From an optimization exercise on the open Yosys and OpenROAD flow, aimed at small area; shortcuts taken in it are not production practice.
Function was checked by simulation only, so behaviour that the tests miss may differ from the original.
Power and IR drop assume default switching activity.

==> design/flow/flow/cts_bufs.txt <==
sky130_fd_sc_hd__clkbuf_4 sky130_fd_sc_hd__clkbuf_8
==> design/flow/flow/mkmap.py <==
# Writes a yosys techmap file that turns each combinational sky130hd cell
# into its logic function (from the liberty), so the logic between the
# flip-flops can be mapped again.
import re, sys
lib = open(sys.argv[1]).read()
out = []
pos = 0
for m in re.finditer(r'\n\s*cell\s*\(\s*"?([\w]+)"?\s*\)\s*\{', lib):
    pass
# split into cell blocks by brace matching
i = 0
cells = []
while True:
    m = re.compile(r'\bcell\s*\(\s*"?(\w+)"?\s*\)\s*\{').search(lib, i)
    if not m: break
    depth = 1; j = m.end()
    while depth:
        c = lib[j]
        if c == '{': depth += 1
        elif c == '}': depth -= 1
        j += 1
    cells.append((m.group(1), lib[m.end():j-1]))
    i = j
def conv(f):
    f = f.strip().strip('"')
    f = f.replace('!', '~').replace('*', '&').replace('+', '|')
    # juxtaposition (space) means AND in liberty: "A B" -> A & B
    f = re.sub(r'(\w|\))\s+(?=[\w(~])', r'\1 & ', f)
    return f
n = 0
for name, body in cells:
    if re.search(r'\b(ff|latch|statetable)\s*\(', body): continue
    pins = []
    for pm in re.finditer(r'\bpin\s*\(\s*"?(\w+)"?\s*\)\s*\{', body):
        depth = 1; j = pm.end()
        while depth:
            c = body[j]
            if c == '{': depth += 1
            elif c == '}': depth -= 1
            j += 1
        pb = body[pm.end():j-1]
        d = re.search(r'direction\s*:\s*"?(\w+)"?', pb)
        fn = re.search(r'\bfunction\s*:\s*("[^"]*"|[^;]*);', pb)
        pins.append((pm.group(1), d.group(1) if d else None, fn.group(1) if fn else None))
    outs = [p for p in pins if p[1] == 'output']
    ins = [p for p in pins if p[1] == 'input']
    if not outs or any(o[2] is None for o in outs): continue
    if any(p[1] not in ('input', 'output') for p in pins): continue
    out.append('module %s (%s);' % (name, ', '.join(p[0] for p in pins)))
    for p in ins: out.append('  input %s;' % p[0])
    for p in outs: out.append('  output %s;' % p[0])
    for p in outs: out.append('  assign %s = %s;' % (p[0], conv(p[2])))
    out.append('endmodule')
    n += 1
open(sys.argv[2], 'w').write('\n'.join(out) + '\n')
print(n, 'cells')
==> design/flow/flow/resyn.abc <==
strash
&get -n
&deepsyn -T 300
&put
dch -f
amap
==> design/flow/standard.sh <==
#!/bin/bash
# synth_recipe.tcl (not shown) runs the flow's synth.tcl, then flattens the netlist and writes it again
# the make line also repeats each setting of config.mk as NAME=value (left out here)
make -C /OpenROAD-flow-scripts/flow DESIGN_CONFIG=/design/flow/config.mk WORK_HOME=/design/flow/orfs CLKGATE_MAP_FILE= SYNTH_SCRIPT=/design/flow/synth_recipe.tcl "${@:-finish}"
==> design/flow/design.v <==
module keyboard_inner_driver(keyboard_clk, keyboard_data, clock50, reset, strobe, scan_code);
input keyboard_clk;
input keyboard_data;
input clock50;
input reset;
output strobe;        
output [7:0] scan_code;
reg clock;            
reg fb;               
reg [2:0] fc;         
reg kf, kfd;          
reg read_char;
reg [3:0] incnt;
reg [7:0] shiftin;
wire kclk_rise = kf & ~kfd;
wire full = (fc == 3'd7);
assign strobe = (incnt == 4'd13);
assign scan_code = shiftin;
always @(posedge clock50)
    if (reset) clock <= 1'b0;
    else clock <= ~clock;
always @(posedge clock50)
begin
   if (reset)
   begin
      fb <= 1'b1;
      fc <= 3'd7;
      kf <= 1'b1;
      kfd <= 1'b1;
   end
   else
   begin
      kfd <= kf;
      if (clock)
      begin
         if (full) kf <= fb;
         if (keyboard_clk == fb) begin
            if (!full) fc <= fc + 3'd1;
         end else begin
            fb <= keyboard_clk;
            fc <= 3'd0;
         end
      end
   end
end
always @(posedge clock50)
begin
   if (reset)
   begin
      incnt <= 4'd0;
      read_char <= 1'b0;
   end
   else if (incnt[3] & (incnt[2] | incnt[1]))
   begin
      incnt <= strobe ? 4'd0 : incnt + 4'd1;
   end
   else if (kclk_rise)
   begin
      if (keyboard_data == 1'b0 && read_char == 1'b0)
         read_char <= 1'b1;
      else if (read_char)
      begin
         if (incnt == 4'd9)
         begin
            incnt <= 4'd10;
            read_char <= 1'b0;
         end
         else
         begin
            incnt <= incnt + 4'd1;
            if (!incnt[3]) shiftin <= {keyboard_data, shiftin[7:1]};
         end
      end
   end
end
endmodule
module keyboard_press_driver(
  input  CLOCK_50,
  output reg [2:0] ev,
  input    PS2DAT,  
  input    PS2CLK,  
  input reset
);
reg state;            
reg [2:0] fs;         
wire strobe;
wire [7:0] scan_code;
reg [2:0] k;
keyboard_inner_driver kbd(
  .keyboard_clk(PS2CLK),
  .keyboard_data(PS2DAT),
  .clock50(CLOCK_50),
  .reset(reset),
  .strobe(strobe),
  .scan_code(scan_code)
);
always @(*)
  case (scan_code)
    8'h16: k = 3'd1;
    8'h1e: k = 3'd2;
    8'h26: k = 3'd3;
    8'h1b: k = 3'd4;
    8'h23: k = 3'd5;
    8'h2b: k = 3'd6;
    8'h34: k = 3'd7;
    default: k = 3'd0;
  endcase
always @(posedge CLOCK_50)
  if (reset)
  begin
    state <= 1'b0;
    fs <= 3'd0;
  end
  else if (strobe)
  begin
    if (!state)
    begin
      if (scan_code == 8'hF0)
        state <= 1'b1;
      else if (scan_code != 8'hE0)
        fs <= k;
    end
    else
    begin
      state <= 1'b0;
      if (fs == k) fs <= 3'd0;
    end
  end
always @(*)
  if (strobe && (state || fs != k)) ev = k;
  else ev = 3'd0;
endmodule
module whac_a_mole(
	input        CLOCK_50,
	input        resetn,    
	input        restart,   
	input        PS2_DAT,
	input        PS2_CLK,
	output [6:0] HEX0,
	output [6:0] HEX1,
	output       plot,
	output [7:0] x,
	output [6:0] y,
	output [2:0] colour
	);
	wire [2:0] ev;
	keyboard_press_driver KEYBOARD(
		.CLOCK_50(CLOCK_50),
		.ev(ev),
		.PS2DAT(PS2_DAT),
		.PS2CLK(PS2_CLK),
		.reset(~resetn)
		);
	wire go = ~ev[2] & (ev[1] | ev[0]);
	reg [1:0] difficulty;
	always @(posedge CLOCK_50)
		if (!resetn) difficulty <= 2'b00;
		else if (ev == 3'd1) difficulty <= 2'b01;
		else if (ev == 3'd2) difficulty <= 2'b10;
	wire draw_mole, draw_hammer, draw_n, clear, erase, update, count, clear_end, m, compare, end_screen;
	wire [2:0] idx;
	wire move, f, f_en, finish;
	wire [7:0] score;
	wire [4:0] timer;
	assign plot = draw_mole | draw_hammer | clear | erase | draw_n | clear_end;
	control c0(
		.clk(CLOCK_50), .resetn(resetn), .go(go), .move(move), .f(f),
		.finish(finish), .restart(restart),
		.draw_mole(draw_mole), .draw_hammer(draw_hammer), .clear(clear), .erase(erase),
		.update(update), .count(count), .m(m), .draw_n(draw_n), .clear_end(clear_end),
		.compare(compare), .end_screen(end_screen), .idx(idx));
	datapath d0(
		.clk(CLOCK_50), .resetn(resetn), .restart(restart), .ev(ev),
		.draw_mole(draw_mole), .draw_hammer(draw_hammer), .erase(erase), .clear(clear),
		.update(update), .m(m), .draw_n(draw_n), .clear_end(clear_end), .compare(compare),
		.end_screen(end_screen), .idx(idx),
		.timer(timer), .difficulty(difficulty),
		.count(count), .f_en(f_en),
		.x(x), .y(y), .move(move), .rgb(colour), .score(score));
	number_top n0(
		.CLOCK_50(CLOCK_50), .resetn(resetn), .restart(restart), .go(go),
		.finish(finish), .timer(timer));
	reg [5:0] fq;
	wire [5:0] frame = (difficulty == 2'd2) ? 6'd9 : (difficulty == 2'd3) ? 6'd4 : 6'd14;
	assign f = f_en & (fq == frame);
	always @(posedge CLOCK_50) begin
		if (!count)
			fq <= 6'd0;
		else if (f_en)
			fq <= (fq == frame) ? 6'd0 : fq + 6'd1;
	end
	hex_decoder h0(.hex_digit(score[3:0]), .segments(HEX0));
	hex_decoder h1(.hex_digit(score[7:4]), .segments(HEX1));
endmodule
module control(
	input clk,
	input resetn,
	input go,
	input move, f,
	input finish, restart,
	output draw_mole, draw_hammer, clear, erase, update, count, m, draw_n, clear_end, compare,
	output end_screen,
	output [2:0] idx
	);
	localparam [2:0] G_NUM = 3'd0, G_MOLE = 3'd1, G_ERASE = 3'd2, G_HAM = 3'd3, G_END = 3'd4, G_MISC = 3'd5;
	localparam [2:0] M_CLEAR = 3'd0, M_WAIT = 3'd1, M_COUNT = 3'd2, M_CWAIT = 3'd3,
		M_UPDATE = 3'd4, M_CLEAR_END = 3'd5, M_ENDWAIT = 3'd6, M_RESTART = 3'd7;
	reg [2:0] g, ng;
	reg [2:0] i, ni;
	reg w, nw;
	assign idx = i;
	wire misc = (g == G_MISC);
	wire step = ~w & ~g[2] | ~w & (g == G_END);    
	assign draw_n = ~w & (g == G_NUM || g == G_END);
	assign draw_mole = ~w & (g == G_MOLE);
	assign erase = ~w & (g == G_ERASE);
	assign draw_hammer = ~w & (g == G_HAM);
	assign end_screen = g[2];
	assign clear = misc & (i == M_CLEAR);
	assign clear_end = misc & (i == M_CLEAR_END);
	assign update = misc & (i == M_UPDATE);
	assign count = misc & (i == M_COUNT);
	assign compare = misc & (i == M_ENDWAIT);
	assign m = ~(step | clear | clear_end | update | count);
	wire last = (g == G_NUM) ? (i == 3'd5) : (i[1:0] == 2'd3);
	always @(*) begin
		ng = g; ni = i; nw = w;
		if (misc) begin
			case (i)
			M_CLEAR:     if (move) ni = M_WAIT;
			M_WAIT:      if (go) begin ng = G_NUM; ni = 3'd0; end
			M_COUNT:     if (f) ni = M_CWAIT;
			M_CWAIT:     if (finish) ni = M_CLEAR_END; else begin ng = G_ERASE; ni = 3'd0; end
			M_UPDATE:    begin ng = G_HAM; ni = 3'd0; end
			M_CLEAR_END: if (move) ni = M_ENDWAIT;
			M_ENDWAIT:   begin ng = G_END; ni = 3'd0; end
			default:     ni = M_CLEAR;
			endcase
		end
		else if (g[2] & (g[1] | g[0])) begin
			ng = G_MISC; ni = M_CLEAR; nw = 1'b0;
		end
		else if (!w) begin
			if (move) nw = 1'b1;
		end
		else if (!last) begin
			ni = i + 3'd1;
			nw = 1'b0;
		end
		else begin
			nw = 1'b0;
			ni = 3'd0;
			case (g)
			G_NUM:   ng = G_MOLE;
			G_MOLE:  begin ng = G_MISC; ni = M_COUNT; end
			G_ERASE: begin ng = G_MISC; ni = M_UPDATE; end
			G_HAM:   ng = G_NUM;
			default: if (restart) begin ni = i; nw = 1'b1; end else begin ng = G_MISC; ni = M_RESTART; end
			endcase
		end
	end
	always @(posedge clk)
		if (!resetn) begin
			g <= G_MISC; i <= M_CLEAR; w <= 1'b0;
		end else begin
			g <= ng; i <= ni; w <= nw;
		end
endmodule
module datapath(
	input clk,
	input resetn, restart,
	input [2:0] ev,
	input draw_mole, draw_hammer, erase, clear, update, m, draw_n, clear_end, compare,
	input end_screen,
	input [2:0] idx,
	input [4:0] timer,
	input [1:0] difficulty,
	input count,
	output f_en,
	output reg [7:0] x,
	output reg [6:0] y,
	output move,
	output reg [2:0] rgb,
	output reg [7:0] score
	);
	reg [7:0] highscore;
	reg [7:0] counter;
	reg fc;               
	reg x1;
	wire [7:0] x_inc = (x == 8'd159) ? 8'd0 : x + 8'd1;
	wire [7:0] x_counter = fc ? {7'd0, x1} : x_inc;
	reg i20;              
	reg [15:0] mole;
	reg [19:0] sp;
	reg [3:0] direction;
	reg [3:0] score_reg, hammer, hammer_to_draw, hammer_up, h_state;
	reg [3:0] seqbit;
	integer k;
	localparam [23:0] S1 = 24'b110000111100101100110000,
		S2 = 24'b110011000110011110110011,
		S3 = 24'b000110011011000111001100,
		S4 = 24'b001101100110110011011011;
	always @(*) begin
		for (k = 0; k < 4; k = k + 1) begin
			case (k)
			0: seqbit[k] = S1[5'd23 - sp[5*k +: 5]];
			1: seqbit[k] = S2[5'd23 - sp[5*k +: 5]];
			2: seqbit[k] = S3[5'd23 - sp[5*k +: 5]];
			default: seqbit[k] = S4[5'd23 - sp[5*k +: 5]];
			endcase
		end
	end
	wire [1:0] mid = idx[1:0];
	reg [7:0] x_posi;
	reg [6:0] y_posi;
	reg xb, xi;
	reg [6:0] yo;
	always @(*) begin
		if (draw_n) begin
			if (end_screen) x_posi = idx[0] ? 8'd101 : 8'd95;
			else case (idx)
				3'd0: x_posi = 8'd32;
				3'd1: x_posi = 8'd38;
				3'd2: x_posi = 8'd74;
				3'd3: x_posi = 8'd80;
				3'd4: x_posi = 8'd86;
				default: x_posi = 8'd134;
			endcase
		end else case (mid)
			2'd0: x_posi = 8'd19;
			2'd1: x_posi = 8'd43;
			2'd2: x_posi = 8'd67;
			default: x_posi = 8'd91;
		endcase
		if (draw_hammer) y_posi = h_state[mid] ? 7'd48 : 7'd45;
		else if (erase) y_posi = 7'd45;
		else if (draw_n) y_posi = end_screen ? (idx[1] ? 7'd59 : 7'd45) : 7'd13;
		else if (draw_mole) y_posi = {3'b011, mole[4*mid +: 4]};
		else y_posi = 7'd25;
		if (draw_n) begin
			xb = (counter[1:0] == 2'd0); xi = 1'b1;
			yo = {4'b0, counter[4:2]};
		end
		else if (draw_mole) begin
			xb = (counter[5:0] == 6'd0); xi = (counter[2:0] == 3'd0);
			yo = {4'b0, counter[2:0]};
		end
		else if (draw_hammer) begin
			xb = (counter[4:0] == 5'd0); xi = (counter[1:0] == 2'd0);
			yo = {5'b0, counter[1:0]};
		end
		else if (erase) begin
			xb = (counter[2:0] == 3'd0); xi = 1'b1;
			yo = {2'b0, counter[7:3]};
		end
		else begin
			xb = 1'b0; xi = 1'b0;
			yo = counter[6:0];
		end
	end
	wire [7:0] x_next = xb ? x_posi : xi ? x_inc : x;
	wire [6:0] y_next = y_posi + yo;
	wire tsel = ~end_screen & (idx == 3'd3 || idx == 3'd4);
	wire dsel = ~end_screen & (idx == 3'd2 || idx == 3'd5);
	wire [7:0] val = (end_screen & idx[1]) ? highscore : tsel ? {3'b000, timer} :
		dsel ? {6'd0, difficulty} : score;
	wire [7:0] tens = val / 8'd10;
	wire [7:0] units = val % 8'd10;
	wire usel = end_screen ? idx[0] : (idx == 3'd1 || idx == 3'd4 || idx == 3'd5);
	wire [3:0] digit = usel ? units[3:0] : tens[3:0];
	reg [19:0] seq_20;
	always @(*)
		case (digit)
		4'd1: seq_20 = 20'b0100_0100_0100_0100_0100;
		4'd2: seq_20 = 20'b0111_0001_0111_0100_0111;
		4'd3: seq_20 = 20'b0111_0100_0111_0100_0111;
		4'd4: seq_20 = 20'b0100_0100_0111_0101_0101;
		4'd5: seq_20 = 20'b0111_0100_0111_0001_0111;
		4'd6: seq_20 = 20'b0111_0101_0111_0001_0111;
		4'd7: seq_20 = 20'b0100_0100_0100_0100_0111;
		4'd8: seq_20 = 20'b0111_0101_0111_0101_0111;
		4'd9: seq_20 = 20'b0111_0100_0111_0101_0111;
		default: seq_20 = 20'b0111_0101_0101_0101_0111;
		endcase
	wire [20:0] seq_sh = {seq_20, ~i20 & seq_20[0]};
	wire digit_black = seq_sh[counter[4:0]];
	wire end_black;
	end_picture ep(.x(x), .yc(counter[6:0]), .black(end_black));
	assign f_en = (counter[6:0] == 7'd99);
	assign move = ((clear | clear_end) & ~fc & (x == 8'd159) & (counter[6:0] == 7'd0))
		| (draw_n & (counter[4:0] == 5'd20))
		| (draw_mole & counter[6])
		| (draw_hammer & counter[5])
		| (erase & (counter == 8'd160));
	always @(posedge clk) begin
		if (resetn == 0) begin
			x <= 8'd0; y <= 7'd0; rgb <= 3'd0;
			score <= 8'd0; highscore <= 8'd0;
			fc <= 1'b1; x1 <= 1'b0; counter <= 8'd0; i20 <= 1'b0;
			for (k = 0; k < 4; k = k + 1) begin
				mole[4*k +: 4] <= 4'd11;
				sp[5*k +: 5] <= 5'd0;
			end
			hammer <= 4'b0; hammer_to_draw <= 4'b0; hammer_up <= 4'b0; h_state <= 4'b0;
			score_reg <= 4'b0; direction <= 4'b0;
		end
		else begin
			if (restart == 0) begin
				x <= 8'd0; y <= 7'd0; rgb <= 3'd0;
				score <= 8'd0;
				x1 <= 1'b0; counter <= 8'd0; i20 <= 1'b0;
				for (k = 0; k < 4; k = k + 1) begin
					mole[4*k +: 4] <= 4'd11;
					sp[5*k +: 5] <= 5'd0;
				end
				hammer <= 4'b0; hammer_to_draw <= 4'b0; hammer_up <= 4'b0; h_state <= 4'b0;
				score_reg <= 4'b0; direction <= 4'b0;
			end
			fc <= ~(clear | clear_end);
			if (m) counter <= 8'd0;
			if (count) counter <= f_en ? 8'd0 : counter + 8'd1;
			if (compare) begin
				if (score > highscore) highscore <= score;
			end
			if (update) begin
				x1 <= 1'b0;
				hammer_to_draw <= hammer;
				hammer <= 4'd0;
				hammer_up <= hammer_to_draw;
				score <= score + score_reg[0] + score_reg[1] + score_reg[2] + score_reg[3];
				score_reg <= 4'd0;
				for (k = 0; k < 4; k = k + 1) begin
					if (mole[4*k +: 4] == 4'd11) begin
						direction[k] <= seqbit[k];
						sp[5*k +: 5] <= (sp[5*k +: 5] == 5'd23) ? 5'd0 : sp[5*k +: 5] + 5'd1;
					end
					else if (mole[4*k +: 4] == 4'd3)
						direction[k] <= 1'b0;
					if (direction[k]) begin
						if (mole[4*k +: 4] != 4'd3) mole[4*k +: 4] <= mole[4*k +: 4] - 4'd1;
					end
					else begin
						if (mole[4*k +: 4] != 4'd11) mole[4*k +: 4] <= mole[4*k +: 4] + 4'd1;
					end
				end
				h_state <= hammer_up;
			end
			if (update == 0) begin
				for (k = 0; k < 4; k = k + 1)
					if (ev == 3'd4 + k) begin
						hammer[k] <= 1'b1;
						if (mole[4*k +: 4] == 4'd3 || (mole[4*k +: 4] == 4'd4 && direction[k]))
							score_reg[k] <= 1'b1;
					end
			end
			if (clear | clear_end) begin
				if (clear) rgb <= (counter[6:0] < 7'd35) ? 3'b111 : 3'b000;
				else rgb <= (end_black & ~fc) ? 3'b000 : 3'b111;
				x1 <= (x_counter == 8'd0);
				if (x_counter == 8'd159)
					counter <= (counter[6:0] == 7'd94) ? 8'd0 : counter + 8'd1;
				x <= x_counter;
				y <= y_next;
			end
			if (draw_n | draw_mole | draw_hammer | erase) begin
				counter <= counter + 8'd1;
				x <= x_next;
				y <= y_next;
			end
			if (draw_n) begin
				i20 <= (counter[4:0] == 5'd20);
				rgb <= digit_black ? 3'b000 : 3'b111;
			end
			if (draw_mole) begin
				rgb <= 3'b110;
				if (counter[2:0] == 3'd0) begin
					if (counter[5:3] == 3'd0 || counter[5:3] == 3'd3 || counter[5:3] == 3'd4 || counter[5:3] == 3'd7)
						rgb <= 3'b111;
				end
				if (counter[2:0] == 3'd2 || counter[2:0] == 3'd3) begin
					if (counter[5:3] == 3'd2 || counter[5:3] == 3'd5)
						rgb <= 3'b000;
				end
				if (counter[2:0] == 3'd5) begin
					if (counter[5:3] == 3'd3 || counter[5:3] == 3'd4)
						rgb <= 3'b100;
				end
				if (counter[2:0] == 3'd6 || counter[2:0] == 3'd7)
					rgb <= 3'b000;
			end
			if (draw_hammer) begin
				if (hammer_to_draw[mid] == 1'b1 || hammer_up[mid] == 1'b1) begin
					rgb <= 3'b011;
					if (counter[4]) begin
						if (counter[1:0] == 2'd0 || counter[1:0] == 2'd3) rgb <= 3'b111;
						else rgb <= 3'b101;
					end
				end
				else rgb <= 3'b111;
			end
			if (erase) begin
				rgb <= (counter[7:3] < 5'd16) ? 3'b111 : 3'b000;
			end
		end
	end
endmodule
module number_top(
	input CLOCK_50, resetn, restart, go,
	output reg finish,
	output reg [4:0] timer
	);
	reg watch;
	reg [6:0] q1;
	reg [5:0] q2;
	wire frame_en = watch & (q1 == 7'd99);
	wire en = frame_en & (q2 == 6'd59);
	always @(posedge CLOCK_50) begin
		if (!resetn) begin
			q1 <= 7'd0;
			q2 <= 6'd0;
		end else begin
			if (watch) q1 <= (q1 == 7'd99) ? 7'd0 : q1 + 7'd1;
			if (frame_en) q2 <= (q2 == 6'd59) ? 6'd0 : q2 + 6'd1;
		end
	end
	always @(posedge CLOCK_50) begin
		if (resetn == 0 || restart == 0) begin
			timer <= 5'd30;
			finish <= 1'b0;
			watch <= 1'b0;
		end
		else begin
			if (go) watch <= 1'b1;
			if (watch) begin
				if (timer == 5'd0) begin
					timer <= 5'd30;
					finish <= 1'b1;
					watch <= 1'b0;
				end
				else if (en)
					timer <= timer - 5'd1;
			end
		end
	end
endmodule
module end_picture(input [7:0] x, input [6:0] yc, output reg black);
	always @(*) begin
		if (yc >= 7'd51) black = 1'b1;
		else case (yc)
		7'd3: black = x == 54 || x == 55 || x == 56 || x == 57 || x == 60 || x == 61 || x == 64 || x == 65 || x == 66 || x == 68 || x == 69 || x == 73 || x == 74 || x == 81 || x == 82 || x == 83 || x == 86 || x == 90 || x == 93 || x == 94 || x == 97 || x == 99;
		7'd4: black = x == 53 || x == 57 || x == 62 || x == 64 || x == 67 || x == 70 || x == 72 || x == 75 || x == 80 || x == 84 || x == 87 || x == 89 || x == 92 || x == 95 || x == 97 || x == 98;
		7'd5: black = x == 53 || x == 57 || x == 60 || x == 61 || x == 62 || x == 64 || x == 67 || x == 70 || x == 72 || x == 73 || x == 74 || x == 75 || x == 80 || x == 84 || x == 87 || x == 89 || x == 92 || x == 93 || x == 94 || x == 97;
		7'd6: black = x == 53 || x == 57 || x == 59 || x == 62 || x == 64 || x == 67 || x == 70 || x == 72 || x == 80 || x == 84 || x == 87 || x == 89 || x == 92 || x == 95 || x == 97;
		7'd7: black = x == 54 || x == 55 || x == 56 || x == 57 || x == 60 || x == 61 || x == 62 || x == 64 || x == 67 || x == 70 || x == 73 || x == 74 || x == 75 || x == 81 || x == 82 || x == 83 || x == 88 || x == 93 || x == 94 || x == 95 || x == 97;
		7'd8: black = x == 57;
		7'd9: black = x == 54 || x == 55 || x == 56;
		7'd20: black = x == 41 || x == 45 || x == 48 || x == 49 || x == 50 || x == 53 || x == 57 || x == 59 || x == 61 || x == 66 || x == 67 || x == 68 || x == 71 || x == 72 || x == 73 || x == 76 || x == 77 || x == 78 || x == 81 || x == 83 || x == 86 || x == 87 || x == 91;
		7'd21: black = x == 42 || x == 44 || x == 47 || x == 51 || x == 53 || x == 57 || x == 59 || x == 60 || x == 66 || x == 70 || x == 75 || x == 79 || x == 81 || x == 82 || x == 85 || x == 88 || x == 91;
		7'd22: black = x == 42 || x == 44 || x == 47 || x == 51 || x == 53 || x == 57 || x == 59 || x == 67 || x == 70 || x == 75 || x == 79 || x == 81 || x == 85 || x == 86 || x == 87 || x == 88;
		7'd23: black = x == 42 || x == 44 || x == 47 || x == 51 || x == 53 || x == 57 || x == 59 || x == 68 || x == 70 || x == 75 || x == 79 || x == 81 || x == 85 || x == 91;
		7'd24: black = x == 43 || x == 48 || x == 49 || x == 50 || x == 54 || x == 55 || x == 56 || x == 57 || x == 59 || x == 66 || x == 67 || x == 68 || x == 71 || x == 72 || x == 73 || x == 76 || x == 77 || x == 78 || x == 81 || x == 86 || x == 87 || x == 88 || x == 91;
		7'd25: black = x == 43;
		7'd26: black = x == 42;
		7'd31: black = x == 31 || x == 45;
		7'd32: black = x == 31 || x == 37 || x == 45 || x == 60;
		7'd33: black = x == 31 || x == 45 || x == 60;
		7'd34: black = x == 31 || x == 32 || x == 33 || x == 34 || x == 37 || x == 40 || x == 41 || x == 42 || x == 43 || x == 45 || x == 46 || x == 47 || x == 48 || x == 52 || x == 53 || x == 56 || x == 57 || x == 58 || x == 60 || x == 61 || x == 66 || x == 67 || x == 68 || x == 71 || x == 72 || x == 73 || x == 76 || x == 77 || x == 78 || x == 81 || x == 83 || x == 86 || x == 87 || x == 91;
		7'd35: black = x == 31 || x == 35 || x == 37 || x == 39 || x == 43 || x == 45 || x == 49 || x == 51 || x == 54 || x == 56 || x == 60 || x == 66 || x == 70 || x == 75 || x == 79 || x == 81 || x == 82 || x == 85 || x == 88 || x == 91;
		7'd36: black = x == 31 || x == 35 || x == 37 || x == 39 || x == 43 || x == 45 || x == 49 || x == 51 || x == 52 || x == 53 || x == 54 || x == 57 || x == 60 || x == 67 || x == 70 || x == 75 || x == 79 || x == 81 || x == 85 || x == 86 || x == 87 || x == 88;
		7'd37: black = x == 31 || x == 35 || x == 37 || x == 39 || x == 43 || x == 45 || x == 49 || x == 51 || x == 58 || x == 60 || x == 68 || x == 70 || x == 75 || x == 79 || x == 81 || x == 85 || x == 91;
		7'd38: black = x == 31 || x == 35 || x == 37 || x == 40 || x == 41 || x == 42 || x == 43 || x == 45 || x == 49 || x == 52 || x == 53 || x == 54 || x == 56 || x == 57 || x == 58 || x == 61 || x == 66 || x == 67 || x == 68 || x == 71 || x == 72 || x == 73 || x == 76 || x == 77 || x == 78 || x == 81 || x == 86 || x == 87 || x == 88 || x == 91;
		7'd39: black = x == 43;
		7'd40: black = x == 40 || x == 41 || x == 42;
		default: black = 1'b0;
		endcase
	end
endmodule
module hex_decoder(hex_digit, segments);
	input [3:0] hex_digit;
	output [6:0] segments;
	wire [15:0] s0 = 16'b0010100000010010;
	wire [15:0] s1 = 16'b1101100001100000;
	wire [15:0] s2 = 16'b1101000000000100;
	wire [15:0] s3 = 16'b1000011010010010;
	wire [15:0] s4 = 16'b0000001010111010;
	wire [15:0] s5 = 16'b0010000010001110;
	wire [15:0] s6 = 16'b0001000010000011;
	assign segments = {s6[hex_digit], s5[hex_digit], s4[hex_digit], s3[hex_digit], s2[hex_digit], s1[hex_digit], s0[hex_digit]};
endmodule
==> design/flow/constraint.sdc <==
create_clock -name core_clock -period 10.0 [get_ports {CLOCK_50}]
set_input_delay 2.0000 -clock core_clock [delete_from_list [all_inputs] [get_ports {CLOCK_50}]]
set_output_delay 2.0000 -clock core_clock [all_outputs]
set_load 0.01 [all_outputs]
==> design/flow/config.mk <==
export PLATFORM = sky130hd
export DESIGN_NAME = whac_a_mole
export DESIGN_NICKNAME = whac_a_mole
export VERILOG_FILES = /design/flow/design.v
export SDC_FILE = /design/flow/constraint.sdc
export NUM_CORES = 4
export LEC_CHECK = 0
export ABC_AREA = 1
export CAP_MARGIN = 10
export CORE_MARGIN = 2
export CORE_UTILIZATION = 60
export SLEW_MARGIN = 10
==> design/flow/flow/run.sh <==
#!/bin/bash
# Layout flow: the standard synthesis, then the logic between the
# flip-flops is mapped again with a stronger ABC script (the flip-flops, their
# names and cell types are kept as the standard synthesis made them), then
# the standard layout steps from the floorplan on.
set -euo pipefail
HERE=$(pwd)
R=$HERE/orfs/results/${FLOW_PLATFORM:-sky130hd}/whac_a_mole/base
LIB=$FLOW_HOME/platforms/sky130hd/lib/sky130_fd_sc_hd__tt_025C_1v80.lib
YOSYS=yosys
[ -x "$FLOW_HOME/../tools/install/yosys/bin/yosys" ] && YOSYS=$FLOW_HOME/../tools/install/yosys/bin/yosys

# 1. standard synthesis
bash standard.sh synth > synth_standard.log 2>&1
cp $R/1_2_yosys.v $HERE/netlist_standard.v

# 2. map the combinational logic again
python3 flow/mkmap.py $LIB $HERE/cellmap.v > mkmap.log 2>&1
DONT_USE=$(grep -o "^abc -script.*" $HERE/orfs/logs/sky130hd/whac_a_mole/base/1_2_yosys.log | head -1 | grep -oE "\-dont_use [A-Za-z0-9_]+" | tr '\n' ' ')
cp flow/resyn.abc $HERE/resyn.abc
$YOSYS -l resyn_yosys.log -p "
read_liberty -lib $LIB
read_verilog $HERE/netlist_standard.v
hierarchy -top $FLOW_TOP
setattr -set keep 1 t:*__df* t:*__edf* t:*__sdf* t:*__dl* t:*__sedf*
techmap -map $HERE/cellmap.v
techmap
opt -purge
abc -script $HERE/resyn.abc -liberty $LIB $DONT_USE
opt_clean -purge
hilomap -singleton -hicell sky130_fd_sc_hd__conb_1 HI -locell sky130_fd_sc_hd__conb_1 LO
insbuf -buf sky130_fd_sc_hd__buf_4 A X
splitnets
opt_clean -purge
check -assert -mapped
tee -o $HERE/resyn_stat.txt stat -liberty $LIB
write_verilog -noattr -nohex -nodec $HERE/netlist_resyn.v
" > resyn_yosys.out 2>&1

# the flip-flops must be the standard synthesis's, by name and cell type
ffs() { grep -oE "sky130_fd_sc_hd__(df|edf|sdf|sedf|dl)[a-z0-9_]* [^ (]+" "$1" | grep -v dlygate | sort; }
if [ "$(ffs $HERE/netlist_standard.v)" != "$(ffs $HERE/netlist_resyn.v)" ]; then
  echo "flip-flops differ; keeping the standard netlist" > resyn_check.log
else
  echo "flip-flops match" > resyn_check.log
  cp $HERE/netlist_resyn.v $R/1_2_yosys.v
  rm -f $R/1_synth.odb $R/1_synth.sdc
fi

# 3. the rest of the standard layout, with the smallest buffer on the ports
# and a clock tree of small buffers without dummy loads
CTS="-sink_clustering_enable -repair_clock_nets -dont_use_dummy_load -buf_list {$(cat flow/cts_bufs.txt)}"
bash standard.sh "BUFFER_PORTS_ARGS=-buffer_cell sky130_fd_sc_hd__buf_1" "CTS_ARGS=$CTS" finish > layout_standard.log 2>&1
==> parameters.txt, run 1 <==
Parameter                              Value

Finish
  Largest register FFs    20
  Layout cells sized above 1    0.01652
  Final instance area    9923 sq um
  Core Util, Final    0.6552
  Area growth from synthesis to final layout    6.959%
  N_diodes    0
  Number of nets in the layout    about 1,400

Detailed routing
  Router iterations before antenna repair    10
  Routed length per instance    ~17 um
  DRT met1 WL    11,920 um
  Detailed-route wire length    27,350 um
  Antenna-violating nets left    0
  Amount of wire on met3 after detailed routing    2424 um
  Vias    10,179
  Starting DRC count in detailed routing    1,069
  Met2 wire len    about 12,000 um
  Uppermost metal layer occupied by signal nets    met4
  Remaining DRCs    0
  Via-per-instance ratio    6.442

Timing
  Endpoints failing hold    0
  Setup repair after global routing missed its margin    no
  Final TNS setup    0 ns
  Period Utilization, post-route    0.6193
  Worst-case clock skew    between 0.04 and 0.05 ns
  Final hold slack    about 0.43 ns
  Highest attainable clock frequency    roughly 160 MHz
  Final max-slew violation count    0
  Time the worst path needs with I/O delays and setup    between 6 and 7 ns
  Measured slew at the worst slew-check pin    0.9839 ns
  Slew Limit Headroom    0.3390
  Setup violations, final    0

Placed design
  GP Congestion    between 0.9 and 1
  Half-perimeter wire length of the detailed placement result    just over 20,000 um
  Dpl cell area    ~9700 sq um
  Number of buffers added on ports    37

Power
  Total power after layout    ~1.7 mW
  Total power density per cell area    between 150 and 200 nW/um^2
  Static leakage power    3.218 nW
  Max rail drop VDD    approximately 0.00012 V

Die
  Full die area    roughly 16,000 sq um
  Core Region    between 15,000 and 20,000 sq um
  Placement Rows    45
  DIE HEIGHT    ~130 um
  Die Wd    128.4 um
  Initial core utilization    0.6126
  Io pins    38

GRT
  Grt ovf    0
  Global-route wire length before repair    ~45,000 um
  Initial antenna violation count    0
  Number of global-route vias before repair    about 9,100
  Overall fraction of global-route tracks in use    0.3376
  Largest net degree at the start of global routing    29

Critical path
  Worst reg2reg setup slack    3.81 ns
  Worst Setup Path Type    flip-flop to flip-flop
  Type of destination of the critical path    flip-flop
  Reg2reg path depth    24
  Startpoint kind of the worst setup timing path    flip-flop
  Critical Path Slowest Stage Cell    sky130_fd_sc_hd__dfxtp_1
  Biggest fanout along the worst timing path    13
  Library cell appearing most often on the critical path    sky130_fd_sc_hd__nor2_1
  List of cells traversed by the critical path    clkinv_1, nor2_1, clkinv_1, o32ai_1, clkinv_1, o21ai_0, nor2_1, a21oi_1, nor2b_1, nor2_1, o31ai_1, nor2b_1, a221oi_1, nor2_1, nor2_1, a22oi_1, o31ai_1, clkinv_1, o31ai_1, o21ba_1, nor2_1, nor2b_1, o311a_1, o32ai_1
  Required time reported for the critical path endpoint    around 10 ns
  Data arrival time of the critical path    between 6 and 7 ns
  Critical Path Max Stage Delay    ~0.63 ns

Run status
  Status  timing/DRC/antenna clean

CTS
  Number of sinks driven by the clock tree    about 160
  Post-cts repair resize count    0
  Skew-Pair Late Insertion Delay    between 0.4 and 0.5 ns
  Number of buffers added for setup after CTS    0
  Clk pin slew, worst setup/hold paths    approximately 0.09 ns
  CTS root buf    sky130_fd_sc_hd__clkbuf_8
  Maximum number of buffers from clock root to sink    2
  Clock buffer count from CTS    17
  Hold Buf Count CTS    0
  H-tree depth    4
  CTS tree    done

Run
  Number of max-cap violations    0

Logic synthesis
  Post-synthesis instance area    9278 sq um
  Syn avg cell area    6.960 sq um
  Number of nets produced by synthesis    1,338
  Synth warn    7
  Post-synthesis cell count    between 1,000 and 1,500

Hold path
  Classification of the worst-slack hold path    flip-flop to flip-flop
  Hold depth    2
cell usage in the layout, fill, tap and decap left out, types with 30 or more instances in the layout:
master	count
sky130_fd_sc_hd__a21oi_1	64
sky130_fd_sc_hd__nand2_1	112
sky130_fd_sc_hd__clkinv_1	204
sky130_fd_sc_hd__buf_1	37
sky130_fd_sc_hd__o22ai_1	58
sky130_fd_sc_hd__nor2_1	257
sky130_fd_sc_hd__dfxtp_1	156
sky130_fd_sc_hd__nand3_1	30
sky130_fd_sc_hd__o21ai_0	98
sky130_fd_sc_hd__nor3_1	79
critical path: cells and delay by family, from the launching register on:
family | cells | cell delay [ns]
buf+inv | 4 | 1.02
simple gates | 9 | 1.43
flops | 1 | 0.63
compound gates | 11 | 3.03
report_power, final:
part | internal (mW) | switching (mW)
combinational | 0.177 | 0.413
clock | 0.150 | 0.218
sequential | 0.697 | 0.0662
metal layers:
| metal | GRT usage | vias to the layer above |
|---|---|---|
| met5 | 0 | - |
| met4 | 0.1370 | 0 |
| met3 | 0.05613 | 84 |
| met2 | 0.5404 | 514 |
| met1 | 0.4564 | 4637 |
| li1 | - | 4944 |
layout make-up:
type | instances | area [sq um]
Fill cell | 1421 | 5223
Multi-Input combinational cell | 964 | 5141
Sequential cell | 164 | 3363
Inverter | 204 | 765.7
Tap cell | 188 | 235.2
Clock buffer | 17 | 234.0
Timing Repair Buffer | 43 | 183.9
worst paths after layout:
path | startpoint | to
max reg2reg | c0.g[2] | d0.rgb[0]
max | c0.g[2] | d0.rgb[0]
min | d0.hammer[1] | d0.hammer_to_draw[1]
min reg2reg | d0.hammer[1] | d0.hammer_to_draw[1]
through the flow:
stage,cells,worst slack (ns)
floorplan,1333,4.311
global placement,1563,4.347
detailed placement,1563,4.033
CTS,1580,4.000
global route,1580,3.277
finish,1580,3.807
==> run 2: changes to the inputs <==
--- a/design/flow/flow/run.sh
+++ b/design/flow/flow/run.sh
@@ -49,5 +49,5 @@
 
 # 3. the rest of the standard layout, with the smallest buffer on the ports
 # and a clock tree of small buffers without dummy loads
-CTS="-sink_clustering_enable -repair_clock_nets -dont_use_dummy_load -buf_list {$(cat flow/cts_bufs.txt)}"
+CTS="-sink_clustering_enable -repair_clock_nets -dont_use_dummy_load $(cat flow/cts_extra.txt) -buf_list {$(cat flow/cts_bufs.txt)}"
 bash standard.sh "BUFFER_PORTS_ARGS=-buffer_cell sky130_fd_sc_hd__buf_1" "CTS_ARGS=$CTS" finish > layout_standard.log 2>&1
==> design/flow/flow/cts_bufs.txt (replaced) <==
sky130_fd_sc_hd__clkbuf_8
==> design/flow/flow/cts_extra.txt (new file) <==
-sink_clustering_size 30
--- a/design/flow/config.mk
+++ b/design/flow/config.mk
@@ -8,5 +8,5 @@
 export ABC_AREA = 1
 export CAP_MARGIN = 10
 export CORE_MARGIN = 2
-export CORE_UTILIZATION = 60
+export CORE_UTILIZATION = 70
 export SLEW_MARGIN = 10
==> parameters.txt, run 2 <==
Parameter                              Value

Run status
  Status  timing/DRC/antenna clean (unchanged)

Detailed routing
  Routed length per instance    17.43 um (was 17.31 um)
  Router iterations before antenna repair    8 (was 10)
  Detailed-route wire length    27,330 um (was 27,350 um)
  Starting DRC count in detailed routing    1,403 (was 1,069)
  Via-per-instance ratio    6.676 (was 6.442)
  Antenna-violating nets left    0 (unchanged)
  Remaining DRCs    0 (unchanged)
  Vias    10,468 (was 10,179)

Power
  Max rail drop VDD    0.0001240 V (was 0.0001179 V)
  Total power density per cell area    173.3 nW/um^2 (was 173.4 nW/um^2)
  Switching share of power    0.4038 (was 0.4050)
  Sequential share of power    0.444 (was 0.443)
  Static leakage power    3.218 nW (unchanged)
  Power share of the clock group    0.210 (was 0.214)
  Switching power of the nets    693.3 uW (was 696.8 uW)
  Internal power contribution    1.024 mW (about the same)
  Proportion of power drawn by combinational gates    0.346 (was 0.343)

CTS
  Hold Buf Count CTS    0 (unchanged)
  H-tree depth    4 (unchanged)
  Number of sinks driven by the clock tree    164 (unchanged)
  Clk pin slew, worst setup/hold paths    0.08 ns (was 0.09 ns)
  Skew-Pair Late Insertion Delay    0.47 ns (about the same)
  CTS tree    done (unchanged)
  Number of buffers added for setup after CTS    0 (unchanged)
  Post-cts repair resize count    0 (unchanged)
  Clock buffer count from CTS    17 (unchanged)
  CTS root buf    sky130_fd_sc_hd__clkbuf_8 (unchanged)
  Maximum number of buffers from clock root to sink    2 (unchanged)

Logic synthesis
  Synth warn    7 (unchanged)
  Syn avg cell area    6.960 sq um (unchanged)
  Post-synthesis instance area    9278 sq um (unchanged)
  Post-synthesis cell count    1,333 (unchanged)
  Number of nets produced by synthesis    1,338 (unchanged)

Finish
  Final instance area    9908 sq um (was 9923 sq um)
  N_diodes    0 (unchanged)
  Layout cells sized above 1    0.01652 (unchanged)
  Most common cell after layout, fill and taps aside    sky130_fd_sc_hd__nor2_1 (unchanged)
  Count of fill cells added during filler insertion    1,015 (was 1,421)
  Number of nets in the layout    1,399 (unchanged)
  Core Util, Final    0.7572 (was 0.6552)
  Highest-count cells in the layout ignoring fill and taps    sky130_fd_sc_hd__nor2_1 (257), sky130_fd_sc_hd__clkinv_1 (204), sky130_fd_sc_hd__dfxtp_1 (156) (unchanged)
  Largest register FFs    20 (unchanged)
  Area growth from synthesis to final layout    6.797% (was 6.959%)

Die
  Core Region    13,090 sq um (was 15,150 sq um)
  Initial core utilization    0.7090 (was 0.6126)
  Full die area    14,190 sq um (was 16,470 sq um)
  Io pins    38 (unchanged)
  DIE HEIGHT    119.1 um (was 128.4 um)
  Die Wd    119.1 um (was 128.4 um)
  Placement Rows    42 (was 45)

GRT
  Overall fraction of global-route tracks in use    0.3850 (was 0.3376)
  Grt ovf    0 (unchanged)
  Global-route wire length before repair    44,820 um (was 44,950 um)
  Largest net degree at the start of global routing    33 (was 29)
  Initial antenna violation count    0 (unchanged)
  Number of global-route vias before repair    9,652 (was 9,078)

Critical path
  Biggest fanout along the worst timing path    13 (unchanged)
  Critical Path Slowest Stage Cell    sky130_fd_sc_hd__dfxtp_1 (unchanged)
  Data arrival time of the critical path    6.65 ns (was 6.57 ns)
  Required time reported for the critical path endpoint    10.36 ns (was 10.38 ns)
  Worst Setup Path Type    flip-flop to flip-flop (unchanged)
  Startpoint kind of the worst setup timing path    flip-flop (unchanged)
  Critical Path Max Stage Delay    0.60 ns (was 0.63 ns)
  Gate family responsible for the most delay along the worst path    compound AO/OA/AOI/OAI gates (unchanged)
  Type of destination of the critical path    flip-flop (unchanged)
  Library cell appearing most often on the critical path    sky130_fd_sc_hd__nor2_1 (unchanged)
  List of cells traversed by the critical path    clkinv_1, nor2_1, clkinv_1, o32ai_1, clkinv_1, o21ai_0, nor2_1, a21oi_1, nor2b_1, nor2_1, o31ai_1, nor2b_1, a221oi_1, nor2_1, nor2_1, a22oi_1, o31ai_1, clkinv_1, o31ai_1, o21ba_1, nor2_1, nor2b_1, o311a_1, o32ai_1 (unchanged)
  Count of buffering cells on the critical path with inverters included    4 (unchanged)

Timing
  Setup repair after global routing missed its margin    no (unchanged)
  Time the worst path needs with I/O delays and setup    6.290 ns (was 6.193 ns)
  Final setup margin    3.710 ns (was 3.807 ns)
  Setup violations, final    0 (unchanged)
  Slew Limit Headroom    0.3040 (was 0.3390)
  Endpoints failing hold    0 (unchanged)
  Final TNS setup    0 ns (unchanged)
  Final hold slack    0.4539 ns (was 0.4271 ns)
  Period Utilization, post-route    0.6290 (was 0.6193)
  Final max-slew violation count    0 (unchanged)
  Highest attainable clock frequency    159.0 MHz (was 161.5 MHz)
  Measured slew at the worst slew-check pin    1.036 ns (was 0.9839 ns)
  Worst-case clock skew    0.03546 ns (was 0.04607 ns)

Run
  Number of max-cap violations    0 (unchanged)

Placed design
  Dpl cell area    9674 sq um (was 9689 sq um)
  GP Congestion    1.035 (was 0.9751)
  Number of buffers added on ports    37 (unchanged)
  Half-perimeter wire length of the detailed placement result    19,760 um (was 20,180 um)
  Setup WS pre-CTS    4.153 ns (was 4.033 ns)

Hold path
  Classification of the worst-slack hold path    flip-flop to flip-flop (unchanged)
==> run 2: layout make-up <==
cell class                 count  area, sq um  area share
multi-input combinational    964         5141      0.5189
tap                          176        220.2     0.02223
inverter                     204        765.7     0.07728
timing repair buffer          43        183.9     0.01856
clock buffer                  17        234.0     0.02361
sequential                   164         3363      0.3394
==> run 2: per-layer routing <==
metal,share of wire,routed length (um),vias to the layer above,track usage
li1,-,-,4946,-
met1,0.39,10730,4675,0.4856
met2,0.45,12320,699,0.6200
met3,0.11,3014,148,0.09626
met4,0.047,1274,0,0.1808
met5,0,0,-,0
==> run 2: power groups by stage <==
stage	Clock [mW]	Sequential, mW	Combinational (mW)
detailed placement	0	0.773	0.560
global route	0.385	0.767	0.647
CTS	0.359	0.759	0.567
floorplan	0	0.763	0.400
finish	0.360	0.763	0.594
global placement	0	0.773	0.563
==> run 2: per-stage QoR <==
step,instances,power (mW)
2_1_floorplan,1333,1.163
3_3_place_gp,1551,1.336
3_5_place_dp,1551,1.333
4_1_cts,1568,1.685
5_1_grt,1568,1.799
6_report,1568,1.717
==> run 2: worst paths after layout <==
check | cells after the start | to | slack (ns) | startpoint
worst max register to register | 24 | d0.rgb[0] | 3.71 | c0.g[2]
worst min register to register | 1 | fq[5] | 0.45 | fq[5]
worst max-delay path | 24 | d0.rgb[0] | 3.71 | c0.g[2]
worst min-delay path | 1 | fq[5] | 0.45 | fq[5]
==> run 3: changes to the inputs <==
--- a/design/flow/design.v
+++ b/design/flow/design.v
@@ -9,12 +9,11 @@
 reg fb;               
 reg [2:0] fc;         
 reg kf, kfd;          
-reg read_char;
-reg [3:0] incnt;
+reg [3:0] st;
 reg [7:0] shiftin;
 wire kclk_rise = kf & ~kfd;
 wire full = (fc == 3'd7);
-assign strobe = (incnt == 4'd13);
+assign strobe = (st == 4'd13);
 assign scan_code = shiftin;
 always @(posedge clock50)
     if (reset) clock <= 1'b0;
@@ -46,30 +45,23 @@
 always @(posedge clock50)
 begin
    if (reset)
+      st <= 4'd14;
+   else if (st[3] & (st[2] | st[1]))
    begin
-      incnt <= 4'd0;
-      read_char <= 1'b0;
-   end
-   else if (incnt[3] & (incnt[2] | incnt[1]))
-   begin
-      incnt <= strobe ? 4'd0 : incnt + 4'd1;
+      if (st[3] & st[2] & st[1])
+      begin
+         if (kclk_rise && keyboard_data == 1'b0) st <= 4'd0;
+      end
+      else st <= strobe ? 4'd14 : st + 4'd1;
    end
    else if (kclk_rise)
    begin
-      if (keyboard_data == 1'b0 && read_char == 1'b0)
-         read_char <= 1'b1;
-      else if (read_char)
+      if (st == 4'd9)
+         st <= 4'd10;
+      else
       begin
-         if (incnt == 4'd9)
-         begin
-            incnt <= 4'd10;
-            read_char <= 1'b0;
-         end
-         else
-         begin
-            incnt <= incnt + 4'd1;
-            if (!incnt[3]) shiftin <= {keyboard_data, shiftin[7:1]};
-         end
+         st <= st + 4'd1;
+         if (!st[3]) shiftin <= {keyboard_data, shiftin[7:1]};
       end
    end
 end
--- a/design/flow/flow/run.sh
+++ b/design/flow/flow/run.sh
@@ -49,5 +49,5 @@
 
 # 3. the rest of the standard layout, with the smallest buffer on the ports
 # and a clock tree of small buffers without dummy loads
-CTS="-sink_clustering_enable -repair_clock_nets -dont_use_dummy_load $(cat flow/cts_extra.txt) -buf_list {$(cat flow/cts_bufs.txt)}"
+CTS="-sink_clustering_enable -repair_clock_nets -dont_use_dummy_load -buf_list {$(cat flow/cts_bufs.txt)}"
 bash standard.sh "BUFFER_PORTS_ARGS=-buffer_cell sky130_fd_sc_hd__buf_1" "CTS_ARGS=$CTS" finish > layout_standard.log 2>&1
==> design/flow/flow/cts_bufs.txt (replaced) <==
sky130_fd_sc_hd__clkbuf_4 sky130_fd_sc_hd__clkbuf_8
--- a/design/flow/config.mk
+++ b/design/flow/config.mk
@@ -8,5 +8,5 @@
 export ABC_AREA = 1
 export CAP_MARGIN = 10
 export CORE_MARGIN = 2
-export CORE_UTILIZATION = 70
+export CORE_UTILIZATION = 60
 export SLEW_MARGIN = 10
removed: design/flow/flow/cts_extra.txt
==> parameters.txt, run 3 <==
Parameter                              Value

Run status
  Status  timing/DRC/antenna clean (unchanged)

Detailed routing
  Antenna-violating nets left    0 (unchanged)
  Detailed-route wire length    27,090 um (was 27,330 um)
  Remaining DRCs    0 (unchanged)
  Vias    10,079 (was 10,468)
  Routed length per instance    17.07 um (was 17.43 um)
  Starting DRC count in detailed routing    972 (was 1,403)
  Via-per-instance ratio    6.351 (was 6.676)
  Router iterations before antenna repair    6 (was 8)

Die
  Placement Rows    45 (was 42)
  Initial core utilization    0.6112 (was 0.7090)
  DIE HEIGHT    128.2 um (was 119.1 um)
  Io pins    38 (unchanged)
  Die Wd    128.2 um (was 119.1 um)
  Core Region    15,150 sq um (was 13,090 sq um)
  Full die area    16,440 sq um (was 14,190 sq um)

Finish
  Layout cells sized above 1    0.01501 (was 0.01652)
  Number of nets in the layout    1,406 (was 1,399)
  Most common cell after layout, fill and taps aside    sky130_fd_sc_hd__nor2_1 (unchanged)
  N_diodes    0 (unchanged)
  Highest-count cells in the layout ignoring fill and taps    sky130_fd_sc_hd__nor2_1 (272), sky130_fd_sc_hd__clkinv_1 (228), sky130_fd_sc_hd__dfxtp_1 (155) (was sky130_fd_sc_hd__nor2_1 (257), sky130_fd_sc_hd__clkinv_1 (204), sky130_fd_sc_hd__dfxtp_1 (156))
  Final standard cell count with taps included and fillers excluded    1,587 (was 1,568)
  Area growth from synthesis to final layout    6.813% (was 6.797%)
  Largest register FFs    20 (unchanged)
  Count of fill cells added during filler insertion    1,416 (was 1,015)

CTS
  Maximum number of buffers from clock root to sink    2 (unchanged)
  Post-cts repair resize count    0 (unchanged)
  CTS root buf    sky130_fd_sc_hd__clkbuf_8 (unchanged)
  Hold Buf Count CTS    0 (unchanged)
  Clock buffer count from CTS    17 (unchanged)
  Skew-Pair Late Insertion Delay    0.46 ns (was 0.47 ns)
  Number of sinks driven by the clock tree    163 (was 164)
  H-tree depth    4 (unchanged)
  Clk pin slew, worst setup/hold paths    0.07 ns (was 0.08 ns)
  CTS tree    done (unchanged)
  Number of buffers added for setup after CTS    0 (unchanged)

GRT
  Largest net degree at the start of global routing    26 (was 33)
  Initial antenna violation count    0 (unchanged)
  Grt ovf    0 (unchanged)
  Global-route wire length before repair    44,080 um (was 44,820 um)
  Number of global-route vias before repair    9,062 (was 9,652)
  Overall fraction of global-route tracks in use    0.3327 (was 0.3850)

Critical path
  Critical Path Slowest Stage Cell    sky130_fd_sc_hd__dfxtp_1 (unchanged)
  Count of cell instances traversed by the critical path    31 (was 24)
  Reg2reg path depth    31 (was 24)
  Worst Setup Path Type    flip-flop to flip-flop (unchanged)
  Data arrival time of the critical path    6.88 ns (was 6.65 ns)
  Count of buffering cells on the critical path with inverters included    5 (was 4)
  Biggest fanout along the worst timing path    15 (was 13)
  Type of destination of the critical path    flip-flop (unchanged)
  Required time reported for the critical path endpoint    10.35 ns (was 10.36 ns)
  Critical Path Max Stage Delay    0.65 ns (was 0.60 ns)
  Library cell appearing most often on the critical path    sky130_fd_sc_hd__nor2_1 (unchanged)
  Startpoint kind of the worst setup timing path    flip-flop (unchanged)
  Gate family responsible for the most delay along the worst path    compound AO/OA/AOI/OAI gates (unchanged)

Logic synthesis
  Number of nets produced by synthesis    1,347 (was 1,338)
  Synth warn    7 (unchanged)
  Post-synthesis cell count    1,342 (was 1,333)
  Syn avg cell area    6.897 sq um (was 6.960 sq um)
  Post-synthesis instance area    9256 sq um (was 9278 sq um)

Run
  Number of max-cap violations    0 (unchanged)

Timing
  Highest attainable clock frequency    153.3 MHz (was 159.0 MHz)
  Worst-case clock skew    0.03262 ns (was 0.03546 ns)
  Setup violations, final    0 (unchanged)
  Period Utilization, post-route    0.6524 (was 0.6290)
  Measured slew at the worst slew-check pin    1.067 ns (was 1.036 ns)
  Time the worst path needs with I/O delays and setup    6.524 ns (was 6.290 ns)
  Final max-slew violation count    0 (unchanged)
  Endpoints failing hold    0 (unchanged)
  Setup repair after global routing missed its margin    no (unchanged)
  Final TNS setup    0 ns (unchanged)
  Slew Limit Headroom    0.2831 (was 0.3040)

Hold path
  Hold depth    1 (unchanged)
  Classification of the worst-slack hold path    flip-flop to flip-flop (unchanged)

Power
  Static leakage power    3.172 nW (was 3.218 nW)
  Max rail drop VDD    0.0001386 V (was 0.0001240 V)
  Total power density per cell area    176.1 nW/um^2 (was 173.3 nW/um^2)

Placed design
  GP Congestion    1.027 (was 1.035)
  Placed cell count    1,570 (was 1,551)
  Half-perimeter wire length of the detailed placement result    20,230 um (was 19,760 um)
  Number of buffers added on ports    37 (unchanged)
## run 3: metal layers
layer  global-route usage  vias up  wire (um)
li1                     -     4930          -
met1               0.4429     4560      11770
met2               0.5310      512      12180
met3              0.06761       77       2371
met4               0.1312        0        769
met5                    0        -          0
## run 3: worst paths after layout
path / from / to / slack, ns
hold reg to reg: d0.mole[2] / d0.mole[2] / 0.46
hold / removal: d0.mole[2] / d0.mole[2] / 0.46
setup / recovery: c0.g[2] / d0.rgb[1] / 3.48
setup reg to reg: c0.g[2] / d0.rgb[1] / 3.48
## run 3: report_power, final
part	total (mW)	internal (mW)	switching (mW)	leakage, nW
combinational	0.621	0.187	0.434	1.72
clock	0.361	0.150	0.211	0.122
sequential	0.760	0.697	0.0622	1.33
## run 3: per-stage QoR
stage	worst slack [ns]	hold slack (ns)	instance area (sq um)	power, mW	utilization
final	3.476	0.4568	9887	1.741	0.6528
after detailed placement	3.709	0.4477	9653	1.373	0.6373
after global placement	4.029	0.4351	9653	1.375	0.6373
after global routing	2.852	0.4768	9887	1.840	0.6528
after CTS	3.686	0.4582	9887	1.725	0.6528
after floorplan	4.931	0.4201	9256	1.185	-
## run 3: layout make-up
cell class | count | area (sq um) | share of cell area
repair buffers | 41 | 168.9 | 0.01708
multi-input cells | 950 | 5050 | 0.5108
well taps | 188 | 235.2 | 0.02379
inverters | 228 | 855.8 | 0.08656
flip-flops and latches | 163 | 3343 | 0.3381
clock buffers | 17 | 234.0 | 0.02366
==> run 4: changes to the inputs <==
--- a/design/flow/flow/run.sh
+++ b/design/flow/flow/run.sh
@@ -17,8 +17,10 @@
 # 2. map the combinational logic again
 python3 flow/mkmap.py $LIB $HERE/cellmap.v > mkmap.log 2>&1
 DONT_USE=$(grep -o "^abc -script.*" $HERE/orfs/logs/sky130hd/whac_a_mole/base/1_2_yosys.log | head -1 | grep -oE "\-dont_use [A-Za-z0-9_]+" | tr '\n' ' ')
-cp flow/resyn.abc $HERE/resyn.abc
-$YOSYS -l resyn_yosys.log -p "
+# three runs of the ABC script with different seeds; the smallest is kept
+resyn() {
+  sed "s/@SEED@/$1/" flow/resyn.abc > $HERE/resyn$1.abc
+  $YOSYS -l resyn_yosys$1.log -p "
 read_liberty -lib $LIB
 read_verilog $HERE/netlist_standard.v
 hierarchy -top $FLOW_TOP
@@ -26,16 +28,26 @@
 techmap -map $HERE/cellmap.v
 techmap
 opt -purge
-abc -script $HERE/resyn.abc -liberty $LIB $DONT_USE
+abc -script $HERE/resyn$1.abc -liberty $LIB $DONT_USE
 opt_clean -purge
 hilomap -singleton -hicell sky130_fd_sc_hd__conb_1 HI -locell sky130_fd_sc_hd__conb_1 LO
 insbuf -buf sky130_fd_sc_hd__buf_4 A X
 splitnets
 opt_clean -purge
 check -assert -mapped
-tee -o $HERE/resyn_stat.txt stat -liberty $LIB
-write_verilog -noattr -nohex -nodec $HERE/netlist_resyn.v
-" > resyn_yosys.out 2>&1
+tee -o $HERE/resyn_stat$1.txt stat -liberty $LIB
+write_verilog -noattr -nohex -nodec $HERE/netlist_resyn$1.v
+" > resyn_yosys$1.out 2>&1
+}
+resyn 1 & resyn 2 & resyn 3 & wait
+best=""; besta=""
+for k in 1 2 3; do
+  a=$(grep -o "Chip area for module .*: [0-9.]*" $HERE/resyn_stat$k.txt 2>/dev/null | awk '{print $NF}' || true)
+  [ -z "$a" ] && continue
+  if [ -z "$besta" ] || awk "BEGIN{exit !($a < $besta)}"; then best=$k; besta=$a; fi
+done
+echo "areas: $(grep -ho 'Chip area for module .*: [0-9.]*' $HERE/resyn_stat?.txt | awk '{print $NF}' | tr '\n' ' ' || true) kept run $best" > resyn_pick.log
+cp $HERE/netlist_resyn$best.v $HERE/netlist_resyn.v
 
 # the flip-flops must be the standard synthesis's, by name and cell type
 ffs() { grep -oE "sky130_fd_sc_hd__(df|edf|sdf|sedf|dl)[a-z0-9_]* [^ (]+" "$1" | grep -v dlygate | sort; }
==> design/flow/flow/resyn.abc (replaced) <==
strash
&get -n
&deepsyn -T 300 -S @SEED@
&put
dch -f
amap
--- a/design/flow/config.mk
+++ b/design/flow/config.mk
@@ -6,7 +6,7 @@
 export NUM_CORES = 4
 export LEC_CHECK = 0
 export ABC_AREA = 1
-export CAP_MARGIN = 10
+export CAP_MARGIN = 5
 export CORE_MARGIN = 2
 export CORE_UTILIZATION = 60
-export SLEW_MARGIN = 10
+export SLEW_MARGIN = 5
==> parameters.txt, run 4 <==
Parameter                              Value

Critical path
  Reg2reg path depth    24 (was 31)
  Critical Path Max Stage Delay    0.66 ns (was 0.65 ns)
  Critical path launch point    c0.i[2] (was c0.g[2])
  Count of buffering cells on the critical path with inverters included    5 (unchanged)
  Worst Setup Path Type    flip-flop to flip-flop (unchanged)
  List of cells traversed by the critical path    clkinv_1, nor2_1, clkinv_1, o22ai_1, clkinv_1, a222oi_1, nor2b_1, nor3_1, a2111oi_0, clkinv_1, or2_0, o22ai_1, a22oi_1, o21ai_0, clkinv_1, o21ai_0, nor2_1, a221oi_1, o221ai_1, nor3b_1, nand2b_1, o32a_1, a211oi_1, nor2_1
  Data arrival time of the critical path    6.92 ns (was 6.88 ns)
  Count of cell instances traversed by the critical path    24 (was 31)
  Type of destination of the critical path    flip-flop (unchanged)
  Critical Path Slowest Stage Cell    sky130_fd_sc_hd__a222oi_1 (was sky130_fd_sc_hd__dfxtp_1)
  Biggest fanout along the worst timing path    9 (was 15)
  Library cell appearing most often on the critical path    sky130_fd_sc_hd__clkinv_1 (was sky130_fd_sc_hd__nor2_1)
  Launch instance of the worst register-to-register path    c0.i[2] (was c0.g[2])
  Startpoint kind of the worst setup timing path    flip-flop (unchanged)
  Gate family responsible for the most delay along the worst path    compound AO/OA/AOI/OAI gates (unchanged)
  Required time reported for the critical path endpoint    10.31 ns (was 10.35 ns)

Timing
  Worst-case clock skew    0.03045 ns (was 0.03262 ns)
  Final max-slew violation count    0 (unchanged)
  Setup repair after global routing missed its margin    no (unchanged)
  Slew Limit Headroom    0.2315 (was 0.2831)
  Period Utilization, post-route    0.6604 (was 0.6524)
  Highest attainable clock frequency    151.4 MHz (was 153.3 MHz)
  Measured slew at the worst slew-check pin    1.148 ns (was 1.067 ns)
  Endpoints failing hold    0 (unchanged)
  Final TNS setup    0 ns (unchanged)
  Setup violations, final    0 (unchanged)
  Final setup margin    3.396 ns (was 3.476 ns)
  Final hold slack    0.4591 ns (was 0.4568 ns)
  Time the worst path needs with I/O delays and setup    6.604 ns (was 6.524 ns)

CTS
  CTS root buf    sky130_fd_sc_hd__clkbuf_8 (unchanged)
  Clk pin slew, worst setup/hold paths    0.09 ns (was 0.07 ns)
  Maximum number of buffers from clock root to sink    2 (unchanged)
  Skew-Pair Late Insertion Delay    0.47 ns (was 0.46 ns)
  Clock buffer count from CTS    17 (unchanged)
  Number of sinks driven by the clock tree    163 (unchanged)
  CTS tree    done (unchanged)
  Post-cts repair resize count    0 (unchanged)
  H-tree depth    4 (unchanged)
  Number of buffers added for setup after CTS    0 (unchanged)
  Hold Buf Count CTS    0 (unchanged)

Finish
  Most common cell after layout, fill and taps aside    sky130_fd_sc_hd__nor2_1 (unchanged)
  Area growth from synthesis to final layout    7.052% (was 6.813%)
  Largest register FFs    20 (unchanged)
  Layout cells sized above 1    0.01674 (was 0.01501)
  Core Util, Final    0.6519 (was 0.6528)
  N_diodes    0 (unchanged)
  Number of nets in the layout    1,381 (was 1,406)
  Highest-count cells in the layout ignoring fill and taps    sky130_fd_sc_hd__nor2_1 (264), sky130_fd_sc_hd__clkinv_1 (199), sky130_fd_sc_hd__dfxtp_1 (155) (was sky130_fd_sc_hd__nor2_1 (272), sky130_fd_sc_hd__clkinv_1 (228), sky130_fd_sc_hd__dfxtp_1 (155))

GRT
  Number of global-route vias before repair    8,872 (was 9,062)
  Largest net degree at the start of global routing    29 (was 26)
  Global-route layer with the greatest usage    met2 (unchanged)
  Met2 track demand over resource in global routing    0.5420 (was 0.5310)
  Global-route wire length before repair    43,030 um (was 44,080 um)
  Initial antenna violation count    0 (unchanged)
  GR Util met3    0.05235 (was 0.06761)
  Global routing usage on met1    0.4254 (was 0.4429)
  Overall fraction of global-route tracks in use    0.3284 (was 0.3327)
  Grt ovf    0 (unchanged)

Placed design
  Setup WS pre-CTS    3.661 ns (was 3.709 ns)
  Number of buffers added on ports    37 (unchanged)
  GP Congestion    0.9969 (was 1.027)
  Half-perimeter wire length of the detailed placement result    19,960 um (was 20,230 um)

Die
  DIE HEIGHT    127.5 um (was 128.2 um)
  Io pins    38 (unchanged)
  Full die area    16,260 sq um (was 16,440 sq um)
  Placement Rows    45 (unchanged)
  Core Region    15,030 sq um (was 15,150 sq um)
  Die Wd    127.5 um (was 128.2 um)
  Initial core utilization    0.6090 (was 0.6112)

Logic synthesis
  Post-synthesis instance area    9155 sq um (was 9256 sq um)
  Syn avg cell area    6.962 sq um (was 6.897 sq um)
  Post-synthesis cell count    1,315 (was 1,342)
  Number of nets produced by synthesis    1,320 (was 1,347)
  Synth warn    7 (unchanged)

Hold path
  Hold depth    2 (was 1)
  Start point of the worst min-delay path    KEYBOARD.kbd.kf (was d0.mole[2])
  Classification of the worst-slack hold path    flip-flop to flip-flop (unchanged)

Detailed routing
  Via-per-instance ratio    6.391 (was 6.351)
  Routed length per instance    17.15 um (was 17.07 um)
  Antenna-violating nets left    0 (unchanged)
  Starting DRC count in detailed routing    996 (was 972)
  Vias    9,983 (was 10,079)
  Detailed-route wire length    26,780 um (was 27,090 um)
  Router iterations before antenna repair    8 (was 6)
  Remaining DRCs    0 (unchanged)

Power
  Static leakage power    3.187 nW (was 3.172 nW)
  Max rail drop VDD    0.0001115 V (was 0.0001386 V)
  Total power density per cell area    189.8 nW/um^2 (was 176.1 nW/um^2)
  Total power after layout    1.860 mW (was 1.741 mW)

Run
  Number of max-cap violations    0 (unchanged)

Run status
  Status  timing/DRC/antenna clean (unchanged)
[run 4: final cells by class]
| type | instances | area [sq um] |
|---|---|---|
| Clock buffer | 17 | 234.0 |
| Fill cell | 1396 | 5233 |
| Inverter | 199 | 747.0 |
| Multi-Input combinational cell | 952 | 5057 |
| Sequential cell | 163 | 3343 |
| Tap cell | 188 | 235.2 |
| Timing Repair Buffer | 43 | 183.9 |
[run 4: final timing paths]
path | to | slack [ns]
setup reg to reg | d0.rgb[2] | 3.40
setup / recovery | d0.rgb[2] | 3.40
hold reg to reg | KEYBOARD.kbd.kfd | 0.46
hold / removal | KEYBOARD.kbd.kfd | 0.46
[run 4: where the power goes]
group / switching [mW] / internal [mW] / total [mW]
registers: 0.0780 / 0.700 / 0.778
clock network: 0.206 / 0.150 / 0.356
logic: 0.504 / 0.223 / 0.726
[run 4: routing by layer]
layer / share of wire / up-vias
li1: - / 4866
met1: 0.43 / 4513
met2: 0.46 / 504
met3: 0.080 / 100
met4: 0.032 / 0
met5: 0 / -
[run 4: per-stage QoR]
step	std cells	cell area (sq um)
after floorplan	1315	9155
after global placement	1545	9567
after detailed placement	1545	9567
after CTS	1562	9801
after global routing	1562	9801
final	1562	9801
[run 4: tightest hold or removal path, cell delays in order (launching register included)]
cell and delay [ns]:
sky130_fd_sc_hd__dfxtp_1 0.33, sky130_fd_sc_hd__clkinv_1 0.05, sky130_fd_sc_hd__nand2_1 0.04

## separate check: timing with driven ports
In the flow no input, the clock included, has a driving cell. The finished layouts below were timed again as built, in two steps.
Step 1, drivers: a clkbuf_16 drives CLOCK_50 and a buf_2 each remaining input, both assumed.
Step 2 also shifts input and output timing later by t, the mid clock arrival at the registers, as if the neighbouring blocks saw the same clock.
Three values: ideal, step 1, step 2; two values: the first two.
| run | t (ns) | setup slack, ns | worst register clock-pin slew, ns | worst data-port slew with drivers (ns) |
|---|---|---|---|---|
| run 1 | 0.492 | 3.807 / 3.807 / 3.807 | 0.10 / 0.10 | 0.03 |
| run 2 | 0.491 | 3.710 / 3.710 / 3.710 | 0.10 / 0.10 | 0.03 |
| run 3 | 0.489 | 3.476 / 3.476 / 3.476 | 0.10 / 0.10 | 0.03 |
| run 4 | 0.494 | 3.396 / 3.396 / 3.396 | 0.09 / 0.09 | 0.04 |
After both steps setup and hold are still met in every run listed.
